What follows belongs to an exercise in optimizing a design on an open flow for small area, a short achievable clock period and few clock cycles; a production flow would make more cautious choices. Function was not checked in any run shown here: the RTL went through the layout flow alone. Power figures rest on the tool's default switching activity, not on a simulated workload.

==> design/flow/design.v <==
module mult_accelerator (
	input clk,
	output read_n,
	output write_n,
	output chipselect,
	input waitrequest,
	output [31:0] address,
	output [1:0] byteenable,
	input readdatavalid,
	input [15:0] readdata,
	output [15:0] writedata,
	input reset_n
);
assign byteenable = 2'b11;
assign chipselect = 1'b1;
localparam [15:0] PIX1 = 16'd1,     W1 = 16'd50,    R1 = 16'd39250,
                  PIX2 = 16'd39450, W2 = 16'd39463, R2 = 16'd49463;
localparam [5:0] PLAST1 = PIX1[5:0] + 6'd48, PLAST2 = PIX2[5:0] + 6'd12;
localparam [9:0] RLAST1 = R1[9:0] + 10'd199, RLAST2 = R2[9:0] + 10'd199;
localparam [2:0] S_POLL = 3'd0, S_RUN = 3'd1, S_END = 3'd2, S_WR = 3'd3,
                 S_FL0 = 3'd4, S_FLAG = 3'd5;
localparam [1:0] K_P = 2'd0,   
                 K_D = 2'd1,   
                 K_F = 2'd2;   
reg [2:0]  state;
reg        layer2;       
reg        cmd;          
reg        rd, wr;       
reg [15:0] aq;           
reg [1:0]  kd;           
reg [1:0]  ck;           
reg [5:0]  pa;           
reg        pe;           
reg        first;        
reg        dv;           
reg        dl;           
reg [15:0] gb;           
reg [2:0]  rm;           
reg [9:0]  ra;           
reg        rl;           
reg        t1p, t2p, t1w, t2w;  
reg [1:0]  t1k, t2k;     
reg [15:0] pix;          
reg [11:0] pixb;         
reg        clr;          
reg [4:0]  y01, y23;     
reg        yv;           
reg [1:0]  cr;           
reg        yd;           
reg [5:0]  acc_lo;
reg [7:0]  acc_hi;
assign read_n = !rd;
assign write_n = !wr;
assign address = {2'b11, 13'd0, aq, 1'b0};
assign writedata = {{2{acc_hi[7]}}, acc_hi, acc_lo};
wire adv = !(rd || wr) || !waitrequest;
wire [9:0] phi = layer2 ? PIX2[15:6] : PIX1[15:6];
wire [5:0] plo = layer2 ? PIX2[5:0] : PIX1[5:0];
wire acc_done = !t1w && !t2w && !yv;
wire plast = (pa == (layer2 ? PLAST2 : PLAST1));
wire [11:0] dsrc = (kd == K_P || t1p || t2p) ? pix[11:0] : pixb;
wire [2:0] need = {|dsrc[3:0] && !(layer2 && dl), |dsrc[7:4] && !(layer2 && dl), |dsrc[11:8]};
wire decide = (kd == K_F && dv) || (kd == K_P && dl);
wire [2:0] m = decide ? need : (kd == K_D) ? rm : 3'd0;
wire [2:0] mbit = {m[2] && m[1:0] == 2'd0, m[1] && !m[0], m[0]};
wire [1:0] mk = m[0] ? 2'd1 : m[1] ? 2'd2 : 2'd3;
wire n_d = (m != 3'd0);                           
wire n_f = !n_d && kd == K_P && !dl;              
wire n_end = !n_d && dl && kd != K_F;             
wire n_p = !n_d && !n_f && !n_end && !(pe && t1p);
wire [2:0] off = (state == S_WR) ? (layer2 ? 3'd2 : 3'd4) :
                 n_d ? {1'b0, mk} :
                 first ? 3'd0 : 3'd4;
wire [2:0] osum = {1'b0, gb[1:0]} + off;
wire [13:0] ghi1 = gb[15:2] + 14'd1;
wire [15:0] waddr = {osum[2] ? ghi1 : gb[15:2], osum[1:0]};
always @(posedge clk) begin
	if (!reset_n) begin
		state <= S_POLL;
		rd <= 1'b0;
		wr <= 1'b0;
	end else if (state == S_POLL && cmd) begin
		state <= S_RUN;
		rd <= 1'b1;
		aq <= {phi, plo};
		kd <= K_P;
	end else if (adv) begin
		case (state)
			S_POLL: begin
				rd <= 1'b1;
				aq <= 16'd0;
			end
			S_RUN: begin
				rd <= n_d || n_f || n_p;
				if (n_end)
					state <= S_END;
				if (n_p) begin
					aq <= {phi, pa};
					kd <= K_P;
				end else if (n_d || n_f) begin
					aq <= waddr;
					kd <= n_d ? K_D : K_F;
					ck <= n_d ? mk : 2'd0;
				end
			end
			S_END: if (acc_done) begin
				state <= S_WR;
				wr <= 1'b1;
				aq <= {layer2 ? R2[15:10] : R1[15:10], ra};
			end
			S_WR: begin
				wr <= 1'b0;
				if (rl)
					state <= S_FL0;
				else begin
					state <= S_RUN;
					rd <= 1'b1;
					aq <= waddr;
					kd <= K_F;
					ck <= 2'd0;
				end
			end
			S_FL0: begin
				state <= S_FLAG;
				aq <= 16'd0;
				wr <= 1'b1;
			end
			default: begin
				state <= S_POLL;
				wr <= 1'b0;
			end
		endcase
	end
end
always @(posedge clk) begin
	if (state == S_POLL) begin
		if (readdatavalid && !cmd)
			layer2 <= readdata[0];
		pa <= plo + 6'd1;
		pe <= 1'b0;
		first <= 1'b1;
		dv <= 1'b0;
		dl <= 1'b0;
		gb <= layer2 ? W2 : W1;
		ra <= layer2 ? R2[9:0] : R1[9:0];
	end else if (adv) begin
		if (state == S_RUN) begin
			rm <= m & ~mbit;
			if (n_p) begin
				pa <= plast ? plo : pa + 6'd1;
				pe <= plast;
				if (dv)
					gb <= {ghi1, gb[1:0]};
				dv <= 1'b1;
				if (pe)
					dl <= 1'b1;
			end
			if (n_f)
				first <= 1'b0;
		end
		if (state == S_END && acc_done) begin
			ra <= ra + 10'd1;
			rl <= (ra == (layer2 ? RLAST2 : RLAST1));
		end
		if (state == S_WR && !rl) begin
			gb <= waddr;
			dv <= 1'b0;
			dl <= 1'b0;
		end
	end
end
always @(posedge clk) begin
	if (!reset_n) begin
		cmd <= 1'b0;
		t1p <= 1'b0;
		t2p <= 1'b0;
		t1w <= 1'b0;
		t2w <= 1'b0;
	end else begin
		cmd <= (state == S_POLL) && !cmd && readdatavalid &&
		       (&readdata[15:2]) && (readdata[1] ^ readdata[0]);
		t2p <= t1p;
		t2w <= t1w;
		t1p <= !waitrequest && rd && state == S_RUN && kd == K_P;
		t1w <= !waitrequest && rd && state == S_RUN && kd != K_P;
	end
	t2k <= t1k;
	t1k <= ck;
end
always @(posedge clk)
	if (t2p) begin
		pixb <= pix[11:0];
		pix <= readdata;
	end
wire [3:0] g = (t2k == 2'd0) ? pix[15:12] :
               (t2k == 2'd1) ? pixb[11:8] :
               (t2k == 2'd2) ? pixb[7:4] : pixb[3:0];
wire arr_wt = t2w;
wire [3:0] o0 = g[0] ? {~readdata[3],  readdata[2:0]}   : 4'd8;
wire [3:0] o1 = g[1] ? {~readdata[7],  readdata[6:4]}   : 4'd8;
wire [3:0] o2 = g[2] ? {~readdata[11], readdata[10:8]}  : 4'd8;
wire [3:0] o3 = g[3] ? {~readdata[15], readdata[14:12]} : 4'd8;
wire [7:0] lo_sum = acc_lo + {yv, y01} + y23;
always @(posedge clk) begin
	clr <= (state == S_POLL && cmd) || (state == S_WR && adv);
	y01 <= arr_wt ? o0 + o1 : 5'd0;
	y23 <= arr_wt ? o2 + o3 : 5'd0;
	yv <= arr_wt;
	if (clr || state == S_FL0) begin
		acc_lo <= {6{state == S_FL0}};
		acc_hi <= {8{state == S_FL0}};
		cr <= 2'd0;
		yd <= 1'b0;
	end else begin
		acc_lo <= lo_sum[5:0];
		acc_hi <= acc_hi + cr - yd;
		cr <= lo_sum[7:6];
		yd <= yv;
	end
end
endmodule
==> design/flow/flow/run.sh <==
#!/bin/bash
# Standard layout, with plain buffers on the ports.
set -e
echo 'export BUFFER_PORTS_ARGS = -buffer_cell sky130_fd_sc_hd__buf_2' >> config.mk
bash standard.sh > standard.log 2>&1
==> design/flow/standard.sh <==
#!/bin/bash
# synth_recipe.tcl (not shown) runs the flow's synth.tcl, then flattens the netlist and writes it again
# the make line also repeats each setting of config.mk as NAME=value (left out here)
make -C /OpenROAD-flow-scripts/flow DESIGN_CONFIG=/design/flow/config.mk WORK_HOME=/design/flow/orfs CLKGATE_MAP_FILE= SYNTH_SCRIPT=/design/flow/synth_recipe.tcl "${@:-finish}"
==> design/flow/config.mk <==
export PLATFORM = sky130hd
export DESIGN_NAME = mult_accelerator
export DESIGN_NICKNAME = mult_accelerator
export VERILOG_FILES = /design/flow/design.v
export SDC_FILE = /design/flow/constraint.sdc
export NUM_CORES = 4
export LEC_CHECK = 0
export CAP_MARGIN = 20
export CORE_MARGIN = 2
export CORE_UTILIZATION = 65
export CTS_BUF_LIST = sky130_fd_sc_hd__clkbuf_8
export PLACE_DENSITY = 0.75
export SETUP_SLACK_MARGIN = 3.7
export SLEW_MARGIN = 20
export BUFFER_PORTS_ARGS = -buffer_cell sky130_fd_sc_hd__buf_2
==> design/flow/constraint.sdc <==
create_clock -name core_clock -period 6.0 [get_ports {clk}]
set_input_delay 1.2000 -clock core_clock [delete_from_list [all_inputs] [get_ports {clk}]]
set_output_delay 1.2000 -clock core_clock [all_outputs]
set_load 0.01 [all_outputs]
==> flow_metrics.env, run 1 <==
export IMPL_status="timing/DRC/antenna clean"
export IMPL_grt_overflow_total=0
export IMPL_crit_path_cell_trace="or4_4 > o221ai_4 > nand3_4 > and3_4 > a21o_1 > fa_2 > buf_12 > buf_4 > inv_6 > nor3_2 > o21ai_0 > o31a_1 > o2111ai_1 > o211ai_1"
export IMPL_antenna_found_initial=0
export IMPL_fin_nets=883
export IMPL_vias_per_cell=6.42
export IMPL_ys_types=76
export IMPL_drt_iter0_drc=720
export IMPL_num_io_pins=73
export IMPL_synth_edf_count=84
export IMPL_clockBufferDepth=2
export IMPL_die_area_mm2=0.0123
export IMPL_h_tree_depth=4
export IMPL_ir_drop_v=0.000338
export IMPL_power_density_mw_per_mm2=239
export IMPL_worst_ep_required_time_ns=6.25
export IMPL_numCtsBuffers=17
export IMPL_finalCritPeriodShare=0.597
export IMPL_critPathCapture="aq[15]"
export IMPL_power_w=0.00218
export IMPL_drv_cap=0
export IMPL_p_int_w=0.00161
export IMPL_grt_pass1_vias=6038
export IMPL_seq_power_share=0.469
export IMPL_firstDrtPassIters=5
export IMPL_critPathArrivalTime_ns=3.83
export IMPL_detail_route_antenna_nets=0
export IMPL_rsz0062_at_grt="yes"
export IMPL_ys_ff_latch=131
export IMPL_die_h_um=111
export IMPL_crit_path_max_fanout=5
export IMPL_cts_root_buf="clkbuf_8"
export IMPL_async_flop_share=0
export IMPL_critical_path_top_delay_family="compound AO/OA/AOI/OAI gates"
export IMPL_clk_pin_slew_ns=0.08
export IMPL_reg2reg_slack_ns=2.42
export IMPL_fin_crit_ns=3.58
export IMPL_grt_max_degree=32
export IMPL_n_antenna_cell=0
export IMPL_worst_path_buf_inv=3
export IMPL_drive_above_1_share=0.294
export IMPL_netlist_area_leader_share=0.340
export IMPL_cpMaxStageDelayCell="or4_4"
export IMPL_dp_hpwl_mm=12.6
export IMPL_hold_path_class="register to register"
export IMPL_p_leak_nw=3.49
export IMPL_synth_cells=734
export IMPL_area_growth_pct=23.1
export IMPL_relSlewSlack=0.441
export IMPL_crit_type="register to register"
export IMPL_p_comb_frac=0.165
export IMPL_slew_viol_final=0
export IMPL_reg2regPathDepth=14
export IMPL_fin_tns_setup_ns=0
export IMPL_critPathLaunch="pixb[7]"
export IMPL_synth_area_leaders="edfxtp_1 34%, dfxtp_1 13%, ha_1 4.6%"
export IMPL_r2r_end="aq[15]"
export IMPL_avgSynthCellArea_um2=10.1
export IMPL_gp_congestion=0.934
export IMPL_clock_latency_ns=0.45
export IMPL_row_count=39
export IMPL_synth_top_area_cell="edfxtp_1"
export IMPL_critPathLaunchType="register"
export IMPL_finalWirelength_mm=20.1
export IMPL_cp_end_kind="register"
export IMPL_synth_top_cells_by_count="84 x edfxtp_1, 81 x nand2_1, 47 x dfxtp_1"
export IMPL_worst_pin_slew_ns=0.837
export IMPL_grtUsageTotal=0.313
export IMPL_hold_worst_slack_ns=0.331
export IMPL_clock_sinks=131
export IMPL_utilization=0.810
export IMPL_synthFlopType="edfxtp_1"
export IMPL_portBuffers=53
export IMPL_synth_area_mm2=0.00742
export IMPL_yosysWarnings=1
export IMPL_skew_ns=0.0117
export IMPL_vias=6305
export IMPL_synth_most_common_cell="edfxtp_1"
export IMPL_hold_violations=0
export IMPL_max_stage_delay_ns=0.60
export IMPL_cp_depth=14
export IMPL_r2r_start="pixb[7]"
export IMPL_die_x_um=111
export IMPL_setup_viol=0
export IMPL_grt_pass1_wl_mm=30.3
export IMPL_cts_tree="built"
export IMPL_drc=0
export IMPL_start_util=0.658
export IMPL_cts_hold_buf=0
export IMPL_switching_share=0.264
export IMPL_wl_per_cell_um=20.5
export IMPL_p_clk_frac=0.366
export IMPL_design_core_area_mm2=0.0113
export IMPL_netSwitchingPower_w=0.000577
export IMPL_clock_fmax_mhz=279
export IMPL_synth_seq_area_share=0.467
[per-stage QoR]
step / setup WS, ns / cells / cell area, um^2
2_1_floorplan: 2.66 / 751 / 7620
3_3_place_gp: 2.30 / 897 / 7750
3_5_place_dp: 2.16 / 897 / 7750
4_1_cts: 2.58 / 961 / 8760
5_1_grt: 2.30 / 982 / 9130
6_report: 2.42 / 982 / 9130
[placed cells by master (no fill, tap or decap), types with 6 or more instances in the layout]
cell	instances
edfxtp_1	84
nand2_1	73
buf_2	53
dfxtp_1	40
inv_1	37
nor2_1	37
o21ai_0	30
buf_4	27
nand3_1	24
a21oi_1	24
ha_1	24
and2_1	22
conb_1	19
xnor2_1	17
clkbuf_8	17
buf_6	16
xor2_1	13
a21oi_2	12
nand4_1	11
mux2i_1	11
o21ai_1	11
nor3_1	11
o211ai_1	10
or2_2	7
o21a_1	7
fa_1	7
a21o_1	6
o21ai_2	6
nor2b_1	6
buf_12	6
[metal layers]
| layer | up-vias | GRT usage | wire (um) |
|---|---|---|---|
| met5 | - | 0 | 0 |
| met4 | 0 | 0.153 | 979 |
| met3 | 88 | 0.0798 | 1850 |
| met2 | 390 | 0.521 | 9790 |
| met1 | 2995 | 0.380 | 7470 |
| li1 | 2832 | - | - |
[timing repair]
| action | 4_1_cts | 5_1_grt |
|---|---|---|
| setup buffers | 28 | 20 |
| hold endpoints to repair | 0 | 0 |
| cloned | 4 | 1 |
| gates resized for setup | 61 | 60 |
| setup endpoints to repair | 107 | 96 |
| pin swaps | 34 | 30 |
[how the worst min path moves through the flow]
stage,from,slack [ns],cells after the start,end
2_1_floorplan,t1k[0],0.31,0,t2k[0]
3_3_place_gp,t1k[1],0.32,0,t2k[1]
3_5_place_dp,t1k[1],0.31,0,t2k[1]
4_1_cts,t1k[1],0.33,0,t2k[1]
5_1_grt,t1k[1],0.34,0,t2k[1]
6_report,t1k[1],0.33,0,t2k[1]
[cell families (layout without fill, tap and decap cells)]
logic type,after synthesis,in the layout,share of synthesized area
buffers and inverters,91,178,0.0587
other,2,19,0.00101
flip-flops,131,131,0.467
XOR/XNOR,34,34,0.0427
AND/OR/NAND/NOR,256,257,0.175
multiplexers,17,17,0.0304
adder cells (fa/ha/maj),37,37,0.0725
AO/OA/AOI/OAI,166,166,0.153
[layout make-up]
class / count / area, um^2
well taps: 143 / 179
clock inverters: 15 / 189
multi-input cells: 530 / 4040
inverters: 41 / 163
repair buffers: 105 / 848
clock buffers: 17 / 234
flip-flops and latches: 131 / 3480
fillers: 660 / 2140
[worst register-to-register path, stage by stage (launching register included)]
cell and delay [ns]:
edfxtp_1 0.40, or4_4 0.60, o221ai_4 0.29, nand3_4 0.11
and3_4 0.20, a21o_1 0.17, fa_2 0.38, buf_12 0.17
buf_4 0.15, inv_6 0.08, nor3_2 0.04, o21ai_0 0.17
o31a_1 0.20, o2111ai_1 0.11, o211ai_1 0.31
[power groups by stage]
stage                     clock, W  combinational, W  sequential [W]
after global placement           0          0.000298         0.00104
after floorplan                  0          0.000238         0.00105
final                     0.000799          0.000361         0.00102
after CTS                 0.000805          0.000325         0.00102
after global routing      0.000849          0.000394         0.00103
after detailed placement         0          0.000310         0.00105
[sequential cells by signal, indices dropped and copies added, names as in the netlist, 2 cells and up]
name and flops:
acc_lo 6, pix 16, state 3, ck 2, ra 10, pa 6, rm 2, kd 2
gb 16, t1k 2, t2k 2, acc_hi 8, y23 5, y01 5, pixb 12, cr 2
aq 16
==> inputs of run 2 (changes only) <==
--- a/design/flow/design.v
+++ b/design/flow/design.v
@@ -42,6 +42,7 @@
 reg [1:0]  t1k, t2k;     
 reg [15:0] pix;          
 reg [11:0] pixb;         
+reg [2:0]  np, nb;       
 reg        clr;          
 reg [4:0]  y01, y23;     
 reg        yv;           
@@ -58,8 +59,8 @@
 wire [5:0] plo = layer2 ? PIX2[5:0] : PIX1[5:0];
 wire acc_done = !t1w && !t2w && !yv;
 wire plast = (pa == (layer2 ? PLAST2 : PLAST1));
-wire [11:0] dsrc = (kd == K_P || t1p || t2p) ? pix[11:0] : pixb;
-wire [2:0] need = {|dsrc[3:0] && !(layer2 && dl), |dsrc[7:4] && !(layer2 && dl), |dsrc[11:8]};
+wire [2:0] dsrc = (kd == K_P || t1p || t2p) ? np : nb;
+wire [2:0] need = {dsrc[2:1] & {2{!(layer2 && dl)}}, dsrc[0]};
 wire decide = (kd == K_F && dv) || (kd == K_P && dl);
 wire [2:0] m = decide ? need : (kd == K_D) ? rm : 3'd0;
 wire [2:0] mbit = {m[2] && m[1:0] == 2'd0, m[1] && !m[0], m[0]};
@@ -68,12 +69,15 @@
 wire n_f = !n_d && kd == K_P && !dl;              
 wire n_end = !n_d && dl && kd != K_F;             
 wire n_p = !n_d && !n_f && !n_end && !(pe && t1p);
-wire [2:0] off = (state == S_WR) ? (layer2 ? 3'd2 : 3'd4) :
-                 n_d ? {1'b0, mk} :
-                 first ? 3'd0 : 3'd4;
-wire [2:0] osum = {1'b0, gb[1:0]} + off;
+wire [1:0] gl = gb[1:0];
+wire f4 = (state == S_WR) ? !layer2 : !n_d && !first;
+wire f2 = (state == S_WR) ? layer2 : n_d && mbit[1];
+wire f1 = (state != S_WR) && n_d && mbit[0];
+wire f3 = (state != S_WR) && n_d && mbit[2];
+wire fcy = f4 || f3 && gl != 2'd0 || f2 && gl[1] || f1 && gl == 2'd3;
+wire [1:0] flo = f1 ? gl + 2'd1 : f2 ? {!gl[1], gl[0]} : f3 ? gl - 2'd1 : gl;
 wire [13:0] ghi1 = gb[15:2] + 14'd1;
-wire [15:0] waddr = {osum[2] ? ghi1 : gb[15:2], osum[1:0]};
+wire [15:0] waddr = {fcy ? ghi1 : gb[15:2], flo};
 always @(posedge clk) begin
 	if (!reset_n) begin
 		state <= S_POLL;
@@ -191,6 +195,8 @@
 	if (t2p) begin
 		pixb <= pix[11:0];
 		pix <= readdata;
+		nb <= np;
+		np <= {|readdata[3:0], |readdata[7:4], |readdata[11:8]};
 	end
 wire [3:0] g = (t2k == 2'd0) ? pix[15:12] :
                (t2k == 2'd1) ? pixb[11:8] :
==> run 2 against run 1 <==
Synthesized cell count is 2.5% lower; largest cell class unchanged; highest routed layer unchanged; critical path type unchanged; count of clock-buffer cells in the layout is the same; final cell count shrank 2.2%; wire length fell by 6.5%; maximum frequency up 42%; via count fell by 5.1%; sequential power grew 4%; clock skew fell by 0.0027 ns; total power fell by 11%.
==> flow_metrics.env, run 2 <==
export IMPL_status="timing/DRC/antenna clean"
export IMPL_worst_ep_required_time_ns=6.17
export IMPL_grt_max_degree=25
export IMPL_wl_per_cell_um=19.6
export IMPL_ir_drop_v=0.000253
export IMPL_synth_xor_area_frac=0.0458
export IMPL_fin_nets=863
export IMPL_p_int_w=0.00145
export IMPL_yosys_area_share_adder=0.0728
export IMPL_skew_ns=0.00904
export IMPL_synth_top_family_by_area="simple AND/OR/NAND/NOR gates"
export IMPL_grt_overflow_total=0
export IMPL_drv_cap=0
export IMPL_synth_edf_count=90
export IMPL_antenna_found_initial=0
export IMPL_finalCritPeriodShare=0.420
export IMPL_drc=0
export IMPL_synth_area_mm2=0.00746
export IMPL_clockBufferDepth=2
export IMPL_yosysWarnings=1
export IMPL_reg_largest_list="aq (16), gb (16), pix (16)"
export IMPL_avgSynthCellArea_um2=10.4
export IMPL_detail_route_antenna_nets=0
export IMPL_power_density_mw_per_mm2=218
export IMPL_cp_end_kind="register"
export IMPL_cts_hold_buf=0
export IMPL_utilization=0.791
export IMPL_clock_fmax_mhz=397
export IMPL_die_h_um=111
export IMPL_muxShareOfSynthArea=0.0148
export IMPL_rsz0062_at_grt="yes"
export IMPL_synthFlopType="edfxtp_1"
export IMPL_clk_pin_slew_ns=0.07
export IMPL_r2r_end="aq[9]"
export IMPL_crit_type="register to register"
export IMPL_netSwitchingPower_w=0.000503
export IMPL_hold_violations=0
export IMPL_switching_share=0.258
export IMPL_numCtsBuffers=17
export IMPL_num_io_pins=73
export IMPL_p_leak_nw=3.47
export IMPL_cts_root_buf="clkbuf_8"
export IMPL_synthSimpleGateAreaFrac=0.168
export IMPL_netlist_area_leader_share=0.362
export IMPL_crit_path_max_fanout=4
export IMPL_dp_hpwl_mm=12.6
export IMPL_grt_pass1_wl_mm=29.6
export IMPL_worst_pin_slew_ns=0.578
export IMPL_vias_per_cell=6.24
export IMPL_die_area_mm2=0.0123
export IMPL_grt_pass1_vias=5717
export IMPL_fin_tns_setup_ns=0
export IMPL_drive_above_1_share=0.268
export IMPL_design_core_area_mm2=0.0113
export IMPL_slew_viol_final=0
export IMPL_critPathLaunchType="register"
export IMPL_h_tree_depth=4
export IMPL_p_comb_frac=0.112
export IMPL_synth_compound_area_frac=0.152
export IMPL_synth_top_cells_by_count="90 x edfxtp_1, 58 x nand2_1, 48 x o21ai_0"
export IMPL_worstHoldStart="t1k[0]"
export IMPL_r2r_start="kd[1]"
export IMPL_critPathArrivalTime_ns=2.69
export IMPL_ys_ff_latch=137
export IMPL_synth_top_area_cell="edfxtp_1"
export IMPL_start_util=0.659
export IMPL_gp_congestion=0.944
export IMPL_hold_path_class="register to register"
export IMPL_relSlewSlack=0.615
export IMPL_n_antenna_cell=0
export IMPL_async_flop_share=0
export IMPL_synth_seq_area_share=0.488
export IMPL_reg2regPathDepth=11
export IMPL_cts_tree="built"
export IMPL_finalWirelength_mm=18.8
export IMPL_clock_sinks=137
export IMPL_firstDrtPassIters=6
export IMPL_synth_area_leaders="edfxtp_1 36%, dfxtp_1 13%, ha_1 4.9%"
export IMPL_hold_path_depth=0
export IMPL_hold_end="t2k[0]"
export IMPL_vias=5986
export IMPL_area_growth_pct=20.1
export IMPL_final_cell_mix="90 x edfxtp_1, 53 x nand2_1, 53 x buf_2"
export IMPL_seq_power_share=0.542
export IMPL_portBuffers=53
export IMPL_ys_types=70
export IMPL_grtUsageTotal=0.306
export IMPL_layout_commonest_cell="edfxtp_1"
export IMPL_row_count=39
export IMPL_clock_latency_ns=0.46
export IMPL_synth_most_common_cell="edfxtp_1"
export IMPL_drt_iter0_drc=794
export IMPL_fin_crit_ns=2.52
export IMPL_reg2reg_slack_ns=3.48
export IMPL_synth_cells=716
export IMPL_die_x_um=111
export IMPL_setup_viol=0
export IMPL_p_clk_frac=0.346
## run 2: cell types whose count changed in the layout (fill, tap and decap cells not counted), moves of 8 or more
cell,change
nand2_1,-20
and3_1,+10
buf_6,-14
buf_4,+8
mux2i_1,-10
## run 2: metrics by stage
step	cells	hold WS [ns]	worst slack (ns)	instance area, um^2	total power [W]
after global routing	960	0.335	3.43	8960	0.00202
after global placement	885	0.316	3.00	7850	0.00127
after CTS	952	0.336	3.59	8780	0.00195
after detailed placement	885	0.317	2.82	7850	0.00128
final	960	0.330	3.48	8960	0.00195
after floorplan	733	0.310	3.47	7660	0.00123
## run 2: worst max-delay path by stage
stage / startpoint / endpoint
global placement: kd[0] / gb[13]
detailed placement: kd[0] / gb[6]
global route: kd[1] / aq[9]
CTS: kd[1] / gb[5]
finish: kd[1] / aq[9]
floorplan: kd[0] / gb[10]
## run 2: area by class of cell
class,instances,area [um^2]
multi-input combinational,509,3920
inverter,43,161
sequential,137,3670
timing repair buffer,97,691
tap,143,179
fill,713,2360
clock inverter,14,111
clock buffer,17,234
## run 2: critical path, stage by stage, from the launching register on
cell and delay [ns]:
edfxtp_1 0.45, buf_6 0.16, mux2i_4 0.19, a211oi_2 0.21, buf_4 0.15, o21a_4 0.14
nor4_4 0.06, buf_4 0.18, buf_6 0.12, and3_4 0.19, o21ai_4 0.20, o211ai_1 0.19
## run 2: power by group through the flow
stage                     clock [W]  sequential, W  combinational (W)
after detailed placement          0        0.00108           0.000200
after CTS                  0.000679        0.00106           0.000210
after floorplan                   0        0.00108           0.000152
after global routing       0.000721        0.00106           0.000240
after global placement            0        0.00108           0.000192
final                      0.000674        0.00106           0.000218
## run 2: per-layer routing
| layer | part of all wire | wire [um] | track usage | vias up |
|---|---|---|---|---|
| met5 | 0 | 0 | 0 | - |
| met4 | 0.027 | 505 | 0.106 | 0 |
| met3 | 0.094 | 1760 | 0.0645 | 50 |
| met2 | 0.45 | 8540 | 0.462 | 362 |
| met1 | 0.42 | 7980 | 0.444 | 2823 |
| li1 | - | - | - | 2751 |
## run 2: logic make-up after synthesis
| family | after synthesis |
|---|---|
| xor gates and xnor gates | 39 |
| adders and majority gates | 38 |
| other | 2 |
| muxes | 6 |
| AOI/OAI and AO/OA | 170 |
| DFF | 137 |
| buffers and inverters | 88 |
| and+or+nand+nor | 236 |
## run 2: timing repair
item / 4_1_cts / 5_1_grt
endpoints found under the setup margin: 97 / 86
cloned: 1 / 1
gates resized for setup: 62 / 36
pin swaps: 22 / 11
setup buffers: 35 / 7

port drivers added, routing unchanged:
In the flow no input, the clock included, has a driving cell. The finished layouts below were timed again as built, in two steps. Step 1 assumes that a clkbuf_16 drives the clock port and a buf_2 every other input. Step 2 times the ports against the registers' clock, not the clock port: input delays grow and output delays shrink by t, the midpoint of the rising clock arrivals with the driver on. Three values: no drivers, after step 1, after step 2; two values: the first two.
run	t, ns	setup slack, ns	hold slack, ns	worst setup path after step 2
run 1	0.484	2.420 / 2.420 / 2.420	0.331 / 0.331 / 0.331	register to register
run 2	0.494	3.479 / 3.479 / 3.364	0.330 / 0.330 / 0.330	input to register
After both steps setup and hold are still met in every run listed. For run 2, which loses most, drivers alone change the setup slack by 0.000 ns; drivers and shift together by -0.115 ns.
